From an optimization exercise on the open Yosys and OpenROAD flow, aimed at small area, a short achievable clock period and few clock cycles per item; shortcuts taken in it are not production practice. No run shown here included a check of the RTL's function; only the layout flow was run.

**design/flow/config.mk**
```make
export PLATFORM = sky130hd
export DESIGN_NAME = ascon128_stream
export DESIGN_NICKNAME = ascon128_stream
export VERILOG_FILES = /design/flow/design.v
export SDC_FILE = /design/flow/constraint.sdc
export NUM_CORES = 8
export LEC_CHECK = 0
export CAP_MARGIN = 20
export CORE_MARGIN = 2
export CORE_UTILIZATION = 40
export SLEW_MARGIN = 20
```
**design/flow/run.sh**
```bash
#!/bin/bash
# synth_recipe.tcl (not shown) runs the flow's synth.tcl, then flattens the netlist and writes it again
# the make line also repeats each setting of config.mk as NAME=value (left out here)
make -C /OpenROAD-flow-scripts/flow DESIGN_CONFIG=/design/flow/config.mk WORK_HOME=/design/flow/orfs CLKGATE_MAP_FILE= SYNTH_SCRIPT=/design/flow/synth_recipe.tcl finish
```
**design/flow/constraint.sdc**
```tcl
create_clock -name core_clock -period 10.0 [get_ports {clk}]
set_input_delay 2.0000 -clock core_clock [delete_from_list [all_inputs] [get_ports {clk}]]
set_output_delay 2.0000 -clock core_clock [all_outputs]
set_load 0.01 [all_outputs]
```
**design/flow/design.v**
```verilog
`timescale 1ns / 1ps
module ASCON_SBOX(
input  [63:0] Xark0, Xark1, Xark2, Xark3, Xark4,
output [63:0] Xsb0, Xsb1, Xsb2, Xsb3, Xsb4
);
wire [63:0] a0 = Xark0 ^ Xark4;
wire [63:0] a1 = Xark1;
wire [63:0] a2 = Xark2 ^ Xark1;
wire [63:0] a3 = Xark3;
wire [63:0] a4 = Xark4 ^ Xark3;
wire [63:0] c0 = a0 ^ (~a1 & a2);
wire [63:0] c1 = a1 ^ (~a2 & a3);
wire [63:0] c2 = a2 ^ (~a3 & a4);
wire [63:0] c3 = a3 ^ (~a4 & a0);
wire [63:0] c4 = a4 ^ (~a0 & a1);
assign Xsb0 = c0 ^ c4;
assign Xsb1 = c1 ^ c0;
assign Xsb2 = ~c2;
assign Xsb3 = c3 ^ c2;
assign Xsb4 = c4;
endmodule
`timescale 1ns / 1ps
module ASCON_ROUND_FUNCTION(
input  [63:0] Xi0, Xi1, Xi2, Xi3, Xi4,
input   [3:0] rnd,
output [63:0] Xo0, Xo1, Xo2, Xo3, Xo4
);
wire [63:0] s0, s1, s2, s3, s4;
ASCON_SBOX sbox (
    .Xark0(Xi0), .Xark1(Xi1), .Xark2(Xi2 ^ {56'b0, ~rnd, rnd}), .Xark3(Xi3), .Xark4(Xi4),
    .Xsb0(s0), .Xsb1(s1), .Xsb2(s2), .Xsb3(s3), .Xsb4(s4)
);
assign Xo0 = s0 ^ {s0[18:0], s0[63:19]} ^ {s0[27:0], s0[63:28]};
assign Xo1 = s1 ^ {s1[60:0], s1[63:61]} ^ {s1[38:0], s1[63:39]};
assign Xo2 = s2 ^ {s2[ 0:0], s2[63: 1]} ^ {s2[ 5:0], s2[63: 6]};
assign Xo3 = s3 ^ {s3[ 9:0], s3[63:10]} ^ {s3[16:0], s3[63:17]};
assign Xo4 = s4 ^ {s4[ 6:0], s4[63: 7]} ^ {s4[40:0], s4[63:41]};
endmodule
`timescale 1ns / 1ps
module ascon128_stream #(
    parameter R = 1
)(
input          clk, rst,
input          start, enc,
input  [127:0] key, nonce,
input          in_valid,
output         in_ready,
input   [63:0] in_data,
input    [3:0] in_bytes,
input          in_ad,
output         out_valid,
output  [63:0] out_data,
output         tag_valid,
output [127:0] tag
);
localparam [3:0] LAST = 12 - R;
reg  [63:0] S0, S1, S2, S3, S4;
reg  [63:0] O;
reg        idle_q, rnd_q, init_q, fin_q, wait_q, tag_q, txt_q, enc_q;
reg  [3:0] cnt;
reg        rdy_q;      
reg        take_q;     
reg        ov_q;
reg        pend_q, ad_q, last_q;
reg  [7:0] m_q, pad_q;
wire [63:0] x0 [0:R];
wire [63:0] x1 [0:R];
wire [63:0] x2 [0:R];
wire [63:0] x3 [0:R];
wire [63:0] x4 [0:R];
assign x0[0] = S0;
assign x1[0] = S1;
assign x2[0] = S2;
assign x3[0] = S3;
assign x4[0] = S4;
genvar g;
generate
for (g = 0; g < R; g = g + 1) begin : rounds
    ASCON_ROUND_FUNCTION rf (
        .Xi0(x0[g]), .Xi1(x1[g]), .Xi2(x2[g]), .Xi3(x3[g]), .Xi4(x4[g]),
        .rnd(cnt + g[3:0]),
        .Xo0(x0[g+1]), .Xo1(x1[g+1]), .Xo2(x2[g+1]), .Xo3(x3[g+1]), .Xo4(x4[g+1])
    );
end
endgenerate
wire last_rnd = rnd_q & (cnt == LAST);
wire absorb   = take_q;
wire a_txt    = absorb & !ad_q;
wire a_fin    = a_txt & last_q;
wire a_dec    = a_txt & !enc_q;
wire key_st   = last_rnd & (init_q | fin_q);
wire [63:0] m, pad;
genvar b;
generate
for (b = 0; b < 8; b = b + 1) begin : bytes
    assign m[63-8*b -: 8]   = {8{m_q[b]}};
    assign pad[63-8*b -: 8] = {pad_q[b], 7'b0};
end
endgenerate
wire [63:0] b0 = wait_q ? S0 : x0[R];
wire [63:0] b1 = wait_q ? S1 : x1[R];
wire [63:0] b2 = wait_q ? S2 : x2[R];
wire [63:0] b3 = wait_q ? S3 : x3[R];
wire [63:0] b4 = wait_q ? S4 : x4[R];
wire [63:0] keep = ~(m & {64{a_dec}});
wire [63:0] inj0 = ((in_data & m) ^ pad) & {64{absorb}};
always @(posedge clk) begin
    if (idle_q) begin
        S0 <= 64'h80400c0600000000;
        S1 <= key[127:64];
        S2 <= key[63:0];
        S3 <= nonce[127:64];
        S4 <= nonce[63:0];
    end else begin
        S0 <= (b0 & keep) ^ inj0;
        S1 <= b1 ^ (key[127:64] & {64{a_fin}});
        S2 <= b2 ^ (key[63:0]   & {64{a_fin}});
        S3 <= b3 ^ (key[127:64] & {64{key_st}});
        S4 <= b4 ^ (key[63:0]   & {64{key_st}}) ^ {63'b0, a_txt & !txt_q};
    end
    O <= b0 ^ in_data;
end
reg        idle_d, rnd_d, init_d, fin_d, wait_d, tag_d, txt_d, enc_d;
reg  [3:0] cnt_d;
always @(*) begin
    idle_d = idle_q;
    rnd_d  = rnd_q;
    init_d = init_q;
    fin_d  = fin_q;
    wait_d = wait_q;
    tag_d  = 1'b0;
    txt_d  = txt_q | a_txt;
    enc_d  = enc_q;
    cnt_d  = cnt + R[3:0];
    if (idle_q && start) begin
        idle_d = 1'b0;
        rnd_d  = 1'b1;
        init_d = 1'b1;
        fin_d  = 1'b0;
        txt_d  = 1'b0;
        enc_d  = enc;
        cnt_d  = 4'd0;
    end
    if (tag_q)
        idle_d = 1'b1;
    if (last_rnd) begin
        init_d = 1'b0;
        if (fin_q) begin
            rnd_d = 1'b0;
            tag_d = 1'b1;
        end else if (!absorb) begin
            rnd_d  = 1'b0;
            wait_d = 1'b1;
        end
    end
    if (absorb) begin
        wait_d = 1'b0;
        rnd_d  = 1'b1;
        fin_d  = a_fin;
        cnt_d  = a_fin ? 4'd0 : 4'd6;
    end
end
wire rdy_d  = wait_d | (rnd_d & !fin_d & (cnt_d == LAST));
wire pend_d = in_valid & !(in_valid & take_q);
always @(posedge clk, posedge rst) begin
    if (rst) begin
        idle_q <= 1'b1;
        rnd_q  <= 1'b0;
        init_q <= 1'b0;
        fin_q  <= 1'b0;
        wait_q <= 1'b0;
        tag_q  <= 1'b0;
        txt_q  <= 1'b0;
        enc_q  <= 1'b0;
        cnt    <= 4'd0;
        rdy_q  <= 1'b0;
        take_q <= 1'b0;
        ov_q   <= 1'b0;
        pend_q <= 1'b0;
    end else begin
        idle_q <= idle_d;
        rnd_q  <= rnd_d;
        init_q <= init_d;
        fin_q  <= fin_d;
        wait_q <= wait_d;
        tag_q  <= tag_d;
        txt_q  <= txt_d;
        enc_q  <= enc_d;
        cnt    <= cnt_d;
        rdy_q  <= rdy_d;
        take_q <= rdy_d & pend_d;
        ov_q   <= a_txt;
        pend_q <= pend_d;
    end
end
integer i;
always @(posedge clk) begin
    ad_q   <= in_ad;
    last_q <= !in_bytes[3];
    for (i = 0; i < 8; i = i + 1) begin
        m_q[i]   <= (i < in_bytes);
        pad_q[i] <= (i == in_bytes);
    end
end
assign in_ready  = take_q;
assign out_valid = ov_q;
assign out_data  = O;
assign tag_valid = tag_q;
assign tag       = {S3, S4};
endmodule
```
==> results of run 1 <==
-- state kept, by name, indices dropped and copies added, names as in the netlist, 4 cells and up --
signal / count
m_q: 8
S3: 64
pad_q: 8
O: 64
S2: 64
S1: 64
cnt: 4
S0: 64
S4: 64
-- cell usage after synthesis (32+ instances only) --
master    count  area [sq um]
inv_1       202           758
ha_1        129          1610
xor3_1       32           761
nand2_1     659          2470
o21ai_0     100           500
dfxtp_1     402          8050
xnor2_1     765          6700
xnor3_1     181          4080
nand3_1      36           180
clkbuf_1    124           465
nor2_1      196           736
xor2_1      224          1960
o21ai_1      41           205
a211o_1      32           280
a21oi_1     177           886
mux2_2       64           721
buf_1        32           120
o211ai_1     41           308
mux2i_1     151          1510
maj3_1       60           601
-- metal layers --
| metal | global-route usage | up-vias | part of all wire |
|---|---|---|---|
| met5 | 0 | - | 0.00068 |
| met4 | 0.161 | 16 | 0.056 |
| met3 | 0.0579 | 304 | 0.087 |
| met2 | 0.546 | 1454 | 0.45 |
| met1 | 0.447 | 14700 | 0.41 |
| li1 | - | 13800 | - |
-- cell type report --
cell class | instances | area share
clock buffers | 67 | 0.0334
flip-flops and latches | 416 | 0.192
clock inverters | 25 | 0.00885
inverters | 203 | 0.0176
diodes | 3 | 0.000172
multi-input cells | 3128 | 0.588
repair buffers | 555 | 0.126
well taps | 1165 | 0.0334
-- worst min-delay path by stage --
stage	start	end	slack (ns)	depth (start not counted)
6_report	txt_q	txt_q	0.51	1
5_1_grt	txt_q	txt_q	0.54	1
4_1_cts	txt_q	txt_q	0.51	1
3_5_place_dp	txt_q	txt_q	0.49	1
3_3_place_gp	txt_q	txt_q	0.48	1
2_1_floorplan	last_q	fin_q	0.46	2
-- logic make-up after synthesis --
group	count (synthesis)
flip-flops	416
AO/OA/AOI/OAI	508
multiplexers	215
XOR/XNOR	1242
adder cells (fa/ha/maj)	193
buffers and inverters	367
AND/OR/NAND/NOR	970
-- through the flow --
step / instances / util
global placement: 5465 / 0.475
finish: 5562 / 0.496
global route: 5561 / 0.496
CTS: 5558 / 0.496
detailed placement: 5466 / 0.475
floorplan: 3911 / -
==> summary.md, run 1 <==
| Metric | Value |
|---|---|
| Async SR Flop Fraction | `0.0337` |
| Post-Synth Simple-Gate Area | `0.110` |
| Final setup vio count | `0` |
| Buffers on Ports | `524` |
| Startpoint types | `flop` |
| Row cnt | `109` |
| Hold Fails Final Rpt | `0` |
| FF-to-FF Start | `cnt[0]` |
| # hold bufs at CTS | `0` |
| DIE HEIGHT | `302 um` |
| Worst-margin pin slew | `1.25 ns` |
| Status | `complete, no violations` |
| Post-synthesis mux area share | `0.0629` |
| CP bufs+invs | `1` |
| Post-synth EDFFs | `0` |
| Net count after synthesis | `4370` |
| Clock Latency Late Sink | `0.64 ns` |
| Post-DP HPWL | `131 mm` |
| Synth Area in Adders | `0.0637` |
| Worst-path clk slew | `0.07 ns` |
| Worst setup path startpoint | `S3[63]` |
| Final weighted congestion in routability-driven placement | `1.06` |
| Cells after Synth | `3911` |
| Pre-CTS WS | `6.19 ns` |
| Clock Path Buffers | `3` |
| Register area | `8410 sq um` |
| TritonCTS Sinks | `416` |
| CP Capture Type | `primary output` |
| Clock Skew | `0.0283 ns` |
| Routed vias/inst | `5.43` |
| DRC viols | `0` |
| Commonest non-fill, non-tap cell in the layout | `xnor2_1` |
| Drt wl/cell | `28.6 um` |
| Syn_area_per_cell | `9.07 sq um` |
| Core Footprint | `88100 sq um` |
| Largest net degree at the start of global routing | `129` |
| Post-cts sizing count | `0` |
| Hold Path Class | `reg -> reg` |
| Final Cell Area | `43700 sq um` |
| Die width | `302 um` |
| Initial antenna violation count | `16` |
| I/O pins | `525` |
| Vias | `30200` |
| Cells along the critical path | `clkdlybuf4s50_1` |
| CP max FO | `6` |
| Flop and latch count out of synthesis | `416` |
| CP arrival | `1.91 ns` |
| Area of the multi-input gates | `25700 sq um` |
| Worst path slowest cell | `clkdlybuf4s50_1` |
| Levels on crit path | `1` |
| Critical path's top delay family | `buffers and inverters` |
| Compound-gate portion of the synthesized area | `0.0879` |
| Inserted Clock Buffers | `52` |
| Reg2reg path depth | `9` |
| Total track usage | `0.341` |
| Most frequent cells in the layout | `xnor2_1 (764), nand2_1 (658), clkdlybuf4s50_1 (524)` |
| Initial Util | `0.403` |
| Yosys warning count | `1` |
| Post-Synth XOR/XNOR Area | `0.399` |
| Die area | `91100 sq um` |
| Slew HR | `0.159` |
| FMAX | `256 MHz` |
| DRT iter0 DRCs | `2980` |
| Max cap viols | `0` |
| WP data required | `8.00 ns` |
| Post-Syn Area | `35500 sq um` |
| Placed cell area | `41800 sq um` |
| CTS tree | `yes` |
| H-tree Lvls | `2` |
| Worst path max stage delay | `0.76 ns` |
| Remaining antenna violation count | `0` |
| Period utilization | `0.391` |
| Clk root buf | `clkbuf_16` |
| Layout cells sized above 1 | `0.0539` |
| Setup TNS | `0 ns` |
| CP Class | `reg -> out` |
| Netlist cell types | `50` |
| CP endpoint | `tag[127]` |
| Hold WS | `0.507 ns` |
| Largest family of logic cells by synthesized area | `XOR/XNOR gates` |
| Unrepaired setup endpoints after global routing | `no` |
| Fill cells | `8521` |
| Post-CTS Repair Setup Buffers | `0` |
| # nets final | `4815` |
| Final setup margin | `6.09 ns` |
| Vias in the first global route | `28900` |
| Most common flop cell mapped by yosys | `dfxtp_1` |
| Area growth syn-to-layout | `23.2%` |
| Worst r2r dst | `S3[35]` |
| Routed WL | `159 mm` |
| Gr ovfl total | `0` |
| FF-to-FF setup slack | `6.19 ns` |
| Global-route wire length before repair | `218 mm` |
| Sequential fraction of the synthesis area | `0.237` |
| Total iterations of the first detailed-routing run | `5` |
| Final Max Slew Viols | `0` |
| Tmin final | `3.91 ns` |
==> run 2, diff against run 1 <==
--- a/design/flow/design.v
+++ b/design/flow/design.v
@@ -40,3 +40,3 @@
 module ascon128_stream #(
-    parameter R = 1
+    parameter R = 2
 )(
==> summary.md, run 2 <==
| Metric | Value |
|---|---|
| Die area | `134000 sq um` |
| CP max FO | `4` |
| Final weighted congestion in routability-driven placement | `1.19` |
| Clock Path Buffers | `3` |
| WP data required | `10.55 ns` |
| Worst hold stages | `1` |
| Period utilization | `0.613` |
| Routed WL | `326 mm` |
| Post-CTS Repair Setup Buffers | `0` |
| Clock Skew | `0.0619 ns` |
| Die width | `366 um` |
| Vias in the first global route | `44300` |
| Row cnt | `132` |
| Fill cells | `12000` |
| Hold WS | `0.488 ns` |
| Layout cells sized above 1 | `0.106` |
| H-tree Lvls | `2` |
| # nets final | `6720` |
| Hold Path Class | `reg -> reg` |
| Post-synth top cells | `xnor2_1 (1247), nand2_1 (699), xnor3_1 (408)` |
| Area growth syn-to-layout | `21.3%` |
| Initial antenna violation count | `35` |
| Net count after synthesis | `6119` |
| Final setup margin | `3.87 ns` |
| Max cap viols | `0` |
| Gr ovfl total | `0` |
| Area leader, netlist | `xnor2_1` |
| Status | `complete, no violations` |
| Total track usage | `0.473` |
| Remaining antenna violation count | `0` |
| Post-DP HPWL | `281 mm` |
| Slew HR | `0.0801` |
| Worst-path clk slew | `0.06 ns` |
| FMAX | `163 MHz` |
| Global-route wire length before repair | `420 mm` |
| Initial Util | `0.404` |
| I/O pins | `525` |
| Total iterations of the first detailed-routing run | `6` |
| Most common flop cell mapped by yosys | `dfxtp_1` |
| CTS tree | `yes` |
| Worst-margin pin slew | `1.37 ns` |
| DRT iter0 DRCs | `6508` |
| Flop and latch count out of synthesis | `416` |
| Core Footprint | `130000 sq um` |
| # hold bufs at CTS | `0` |
| Ranking of synthesized cells by area | `xnor2_1 (21%), xnor3_1 (18%), dfxtp_1 (15%), ha_1 (6.2%), mux2i_1 (6.0%)` |
| Clk root buf | `clkbuf_16` |
| Netlist cell types | `65` |
| Vias | `46800` |
| Unrepaired setup endpoints after global routing | `no` |
| DIE HEIGHT | `366 um` |
| Post-Syn Area | `52500 sq um` |
| Drt wl/cell | `41.2 um` |
| TritonCTS Sinks | `416` |
| Reg2reg path depth | `13` |
| Area of the multi-input gates | `43300 sq um` |
| CP Capture Type | `flop` |
| Post-synth EDFFs | `0` |
| Post-cts sizing count | `0` |
| Final Max Slew Viols | `0` |
| Final setup vio count | `0` |
| CP Class | `reg -> reg` |
| Most frequent cells in the layout | `xnor2_1 (1138), nand2_1 (699), clkdlybuf4s50_1 (524)` |
| Routed vias/inst | `5.91` |
| Top-count cell post-synth | `xnor2_1` |
| FF-to-FF setup slack | `3.87 ns` |
| Hold Fails Final Rpt | `0` |
| Cells after Synth | `5530` |
| Tmin final | `6.13 ns` |
| CP arrival | `6.69 ns` |
| Share of the synthesized area in the top cell type | `0.208` |
| Pre-CTS WS | `4.21 ns` |
| Register area | `8410 sq um` |
| DRC viols | `0` |
| Largest net degree at the start of global routing | `135` |
| Buffers on Ports | `524` |
| Sequential fraction of the synthesis area | `0.160` |
| Async SR Flop Fraction | `0.0337` |
| Commonest non-fill, non-tap cell in the layout | `xnor2_1` |
| Clock Latency Late Sink | `0.73 ns` |
| Startpoint types | `flop` |
| Setup TNS | `0 ns` |
| Syn_area_per_cell | `9.49 sq um` |
| Inserted Clock Buffers | `52` |
| Yosys warning count | `1` |
-- run 2: final timing paths --
check,from,to
min reg2reg,tag_q,idle_q
max reg2reg,S0[39],S3[0]
min,tag_q,idle_q
max in group asynchronous,rst,wait_q
min in group asynchronous,rst,cnt[0]
max,S0[39],S3[0]
-- run 2: layout make-up --
type / count / area share
Multi-Input combinational cell: 4648 / 0.681
Sequential cell: 416 / 0.132
Timing Repair Buffer: 722 / 0.106
Tap cell: 1742 / 0.0342
Clock buffer: 65 / 0.0230
Inverter: 291 / 0.0173
Clock inverter: 32 / 0.00594
Antenna cell: 8 / 0.000315
-- run 2: metal layers --
layer | global-route usage | vias to the layer above | part of all wire
met2 | 0.690 | 3184 | 0.41
met1 | 0.583 | 23300 | 0.38
met4 | 0.377 | 22 | 0.098
met3 | 0.132 | 879 | 0.11
li1 | - | 19500 | -
met5 | 0 | - | 0.00045
-- run 2: critical path: stages, from the launching register on --
cell and delay [ns]:
dfxtp_1 0.90, xnor2_2 0.17, xnor2_1 0.20, xnor2_2 0.77, xnor3_1 0.47, ha_1 0.35
xnor2_1 0.77, xor2_1 0.29, buf_4 0.37, xor2_1 0.81, xnor2_1 0.32, o21ai_0 0.27
xor2_1 0.15, o21ai_0 0.08
-- run 2: kinds of logic after synthesis --
family	synth area share
mux	0.0749
buf+inv	0.0334
simple gates	0.0913
compound gates	0.0681
flops	0.160
fa+ha+maj	0.0758
xor+xnor	0.496
-- run 2: per-stage QoR --
step           instance area, sq um  cells   util
2_1_floorplan                 52500   5530      -
4_1_cts                       63500   7913  0.489
5_1_grt                       63600   7916  0.490
3_3_place_gp                  61300   7812  0.472
3_5_place_dp                  61700   7816  0.475
6_report                      63600   7924  0.490
==> run 3, diff against run 2 <==
--- a/design/flow/config.mk
+++ b/design/flow/config.mk
@@ -10,2 +10,3 @@
 export CORE_UTILIZATION = 40
+export SETUP_SLACK_MARGIN = 5
 export SLEW_MARGIN = 20
==> summary.md, run 3 <==
| Metric | Value |
|---|---|
| Buffers on Ports | `524` |
| Unrepaired setup endpoints after global routing | `no` |
| Startpoint types | `flop` |
| Final weighted congestion in routability-driven placement | `1.19` |
| Top-count cell post-synth | `xnor2_1` |
| Remaining antenna violation count | `0` |
| Status | `complete, no violations` |
| Final Max Slew Viols | `0` |
| Period utilization | `0.518` |
| Hold Path Class | `reg -> reg` |
| # nets final | `6724` |
| Initial Util | `0.404` |
| Area growth syn-to-layout | `25.5%` |
| Core Footprint | `130000 sq um` |
| Area leader, netlist | `xnor2_1` |
| Clk root buf | `clkbuf_16` |
| Post-synth EDFFs | `0` |
| Post-DP HPWL | `281 mm` |
| Cells along the critical path | `xnor2_2 > nand2_1 > xnor2_1 > xnor3_1 > xor2_1 > nor2b_1 > xnor2_2 > buf_4 > xnor3_1 > mux2i_1 > xnor2_1 > o21ai_1` |
| Slew HR | `0.105` |
| Routed WL | `327 mm` |
| Largest net degree at the start of global routing | `135` |
| Hold Fails Final Rpt | `0` |
| DIE HEIGHT | `366 um` |
| Setup TNS | `0 ns` |
| Total track usage | `0.474` |
| WP data required | `10.57 ns` |
| Hold Path End | `idle_q` |
| Share of the synthesized area in the top cell type | `0.208` |
| Inserted Clock Buffers | `52` |
| Worst path max stage delay | `0.94 ns` |
| CTS tree | `yes` |
| Worst path slowest cell | `xnor2_1` |
| Global-route wire length before repair | `421 mm` |
| TritonCTS Sinks | `416` |
| Worst hold stages | `1` |
| Min-delay src | `tag_q` |
| # hold bufs at CTS | `0` |
| Clock Path Buffers | `3` |
| CP Class | `reg -> reg` |
| Drt wl/cell | `41.2 um` |
| Total iterations of the first detailed-routing run | `5` |
| Syn_area_per_cell | `9.49 sq um` |
| Clock Latency Late Sink | `0.72 ns` |
| Final setup vio count | `0` |
| Hold WS | `0.490 ns` |
| Gr ovfl total | `0` |
| Yosys warning count | `1` |
| Post-synth top cells | `xnor2_1 (1247), nand2_1 (699), xnor3_1 (408)` |
| Routed vias/inst | `5.91` |
| FF-to-FF setup slack | `4.82 ns` |
| Layout cells sized above 1 | `0.133` |
| FF-to-FF Start | `S0[42]` |
| Pre-CTS WS | `4.21 ns` |
| I/O pins | `525` |
| Tmin final | `5.18 ns` |
| Worst r2r dst | `S4[7]` |
| Clock Skew | `0.0569 ns` |
| DRC viols | `0` |
| Die area | `134000 sq um` |
| Net count after synthesis | `6119` |
| FMAX | `193 MHz` |
| Cells after Synth | `5530` |
| Max cap viols | `0` |
| Initial antenna violation count | `31` |
| Die width | `366 um` |
| Row cnt | `132` |
| Netlist cell types | `65` |
| H-tree Lvls | `2` |
| Vias in the first global route | `44700` |
| Flop and latch count out of synthesis | `416` |
| Most frequent cells in the layout | `xnor2_1 (1005), nand2_1 (699), clkdlybuf4s50_1 (524)` |
| DRT iter0 DRCs | `6426` |
| Worst-path clk slew | `0.07 ns` |
| Commonest non-fill, non-tap cell in the layout | `xnor2_1` |
| CP max FO | `5` |
| Most common flop cell mapped by yosys | `dfxtp_1` |
| Sequential fraction of the synthesis area | `0.160` |
| Ranking of synthesized cells by area | `xnor2_1 (21%), xnor3_1 (18%), dfxtp_1 (15%), ha_1 (6.2%), mux2i_1 (6.0%)` |
| Vias | `46900` |
| Final setup margin | `4.82 ns` |
| Reg2reg path depth | `12` |
| CP Capture Type | `flop` |
| Worst setup path startpoint | `S0[42]` |
| Worst-margin pin slew | `1.33 ns` |
| Post-Syn Area | `52500 sq um` |
| Async SR Flop Fraction | `0.0337` |
| CP arrival | `5.75 ns` |
[run 3: cell counts after synthesis]
No cell type changed its count.
[run 3: per-layer routing]
metal | GRT usage | routed length [um]
met1 | 0.577 | 122000
met2 | 0.695 | 135000
met3 | 0.145 | 37600
met4 | 0.374 | 31800
met5 | 0 | 121
[run 3: how the worst max path moves through the flow]
stage	endpoint	cells past startpoint
2_1_floorplan	S0[58]	14
3_3_place_gp	S3[55]	15
3_5_place_dp	S0[22]	13
4_1_cts	S0[22]	14
5_1_grt	S0[24]	13
6_report	S4[7]	12
[run 3: critical path: cells and delay by family (launching register included)]
family	cells	cell delay, ns
buffers and inverters	1	0.29
multiplexers	1	0.24
AO/OA/AOI/OAI	1	0.07
AND/OR/NAND/NOR	2	0.30
flip-flops	1	0.85
XOR/XNOR	7	3.27
[run 3: stage by stage]
step	cells	instance area, sq um	util
after floorplan	5530	52500	-
after global placement	7812	61300	0.472
after detailed placement	7816	61700	0.475
after CTS	7916	64900	0.500
after global routing	7925	65800	0.507
final	7934	65800	0.507
[run 3: cell type report]
cell class | instances | area [sq um]
Fill cell | 11800 | 64000
Multi-Input combinational cell | 4648 | 45500
Sequential cell | 416 | 8410
Timing Repair Buffer | 726 | 6810
Tap cell | 1742 | 2180
Clock buffer | 65 | 1460
Inverter | 291 | 1100
Clock inverter | 32 | 378
Antenna cell | 14 | 35.0
[run 3: timing repair]
item                                    CTS  global route
resized for setup                       157            95
hold endpoints to repair                  0             0
buffers inserted                          3             4
endpoints found under the setup margin  223           133
pin swaps                                 4             3
[run 3: logic make-up (layout without fill, tap and decap cells)]
logic type / after synthesis / count (layout) / share of synthesized area
XOR/XNOR: 2166 / 2166 / 0.496
AND/OR/NAND/NOR: 1176 / 1176 / 0.0913
AO/OA/AOI/OAI: 594 / 594 / 0.0681
buffers and inverters: 466 / 1114 / 0.0334
flip-flops: 416 / 416 / 0.160
multiplexers: 381 / 381 / 0.0749
adder cells (fa/ha/maj): 331 / 331 / 0.0758
other: 0 / 14 / 0
==> run 4, diff against run 3 <==
--- a/design/flow/design.v
+++ b/design/flow/design.v
@@ -40,3 +40,3 @@
 module ascon128_stream #(
-    parameter R = 2
+    parameter R = 3
 )(
==> summary.md, run 4 <==
| Metric | Value |
|---|---|
| Worst_ep kind | `sequential cell input` |
| TritonCTS Sinks | `416` |
| Total track usage | `0.801` |
| # hold bufs at CTS | `0` |
| Final weighted congestion in routability-driven placement | `1.29` |
| Cells after Synth | `7086` |
| Row cnt | `151` |
| Largest net degree at the start of global routing | `101` |
| Syn_area_per_cell | `9.67 sq um` |
| Post-synth EDFFs | `0` |
| Sequential fraction of the synthesis area | `0.123` |
| Post-DP HPWL | `435 mm` |
| Die width | `418 um` |
| Flop and latch count out of synthesis | `416` |
| Most common flop cell mapped by yosys | `dfxtp_1` |
| Clk root buf | `clkbuf_16` |
| Top-count cell post-synth | `xnor2_1` |
| Initial Util | `0.404` |
| Worst setup endpoint GRT | `S1[54]$_DFF_P_/D` |
| H-tree Lvls | `2` |
| Inserted Clock Buffers | `46` |
| Ranking of synthesized cells by area | `xnor2_1 (23%), xnor3_1 (18%), dfxtp_1 (12%), ha_1 (7.1%), xor2_1 (6.9%)` |
| Post-synth top cells | `xnor2_1 (1792), nand2_1 (771), xnor3_1 (556)` |
| Share of the synthesized area in the top cell type | `0.229` |
| Post-Syn Area | `68500 sq um` |
| Netlist cell types | `73` |
| Failed at | `global routing (5_1_grt)` |
| Area leader, netlist | `xnor2_1` |
| Net count after synthesis | `7805` |
| Placed cell area | `79700 sq um` |
| Run Error | `[ERROR GRT-0232] Routing congestion too high. Check the congestion heatmap in the GUI.` |
| Async SR Flop Fraction | `0.0337` |
| DIE HEIGHT | `418 um` |
| Status | `did not finish` |
| Buffers on Ports | `524` |
| Clock Path Buffers | `3` |
| Yosys warning count | `1` |
| Gr ovfl total | `729` |
| I/O pins | `525` |
## run 4: cell count changes after synthesis, sizes merged, moves of 75 or more
| cell | previous run | this run |
|---|---|---|
| xnor2 | 1381 | 2032 |
| xor2 | 354 | 574 |
| xnor3 | 417 | 568 |
| inv | 291 | 433 |
| ha | 259 | 389 |
| nand2 | 699 | 774 |
## run 4: through the flow
step                      setup WS, ns   util  cells
after floorplan                   4.94      -   7086
after global placement           0.808  0.468   9945
after detailed placement          1.54  0.470   9953
after CTS                         4.48  0.748  11800
## run 4: logic make-up after synthesis
family	after synthesis	share of synthesized area
xor gates and xnor gates	3204	0.562
and+or+nand+nor	1335	0.0801
AOI/OAI and AO/OA	629	0.0543
buffers and inverters	602	0.0332
adders and majority gates	524	0.0911
DFF	416	0.123
muxes	376	0.0570
## run 4: worst min-delay path by stage
stage / cells past startpoint / slack [ns] / to
after global placement: 1 / 0.48 / txt_q
after floorplan: 2 / 0.46 / init_q
after CTS: 1 / 0.50 / txt_q
after detailed placement: 1 / 0.48 / idle_q
## run 4: per-layer routing
metal / track usage / GRT overflow
met5: 0.517 / 1
met3: 0.697 / 15
met4: 0.795 / 298
met2: 0.927 / 404
met1: 0.789 / 11
## run 4: what timing repair did
| item | CTS |
|---|---|
| gates resized for setup | 4511 |
| pin swaps | 1592 |
| cloned | 0 |
| buffers inserted | 1715 |
| setup endpoints to repair | 384 |

## port drivers added, routing unchanged
In the flow no input, the clock included, has a driving cell. The finished layouts below were timed again as built, in two steps. Step 1 assumes that a clkbuf_16 drives the clock port and a buf_2 every other input. Step 2 adds t to the input delays and takes it off the output delays; t is the mean of the earliest and latest rising clock arrival at the registers after step 1. Input paths then give back, and output paths get back, about the clock's delay inside the block. a / b / c = ideal ports / drivers / drivers and shift; a / b = the first two.
run	shift t [ns]	setup slack, ns	pins driven straight from the clock port
run 1	0.696	6.092 / 6.027 / 6.195	1
run 2	0.782	3.866 / 3.866 / 3.866	1
run 3	0.776	4.820 / 4.820 / 4.820	1
After both steps every run listed still meets setup and hold.
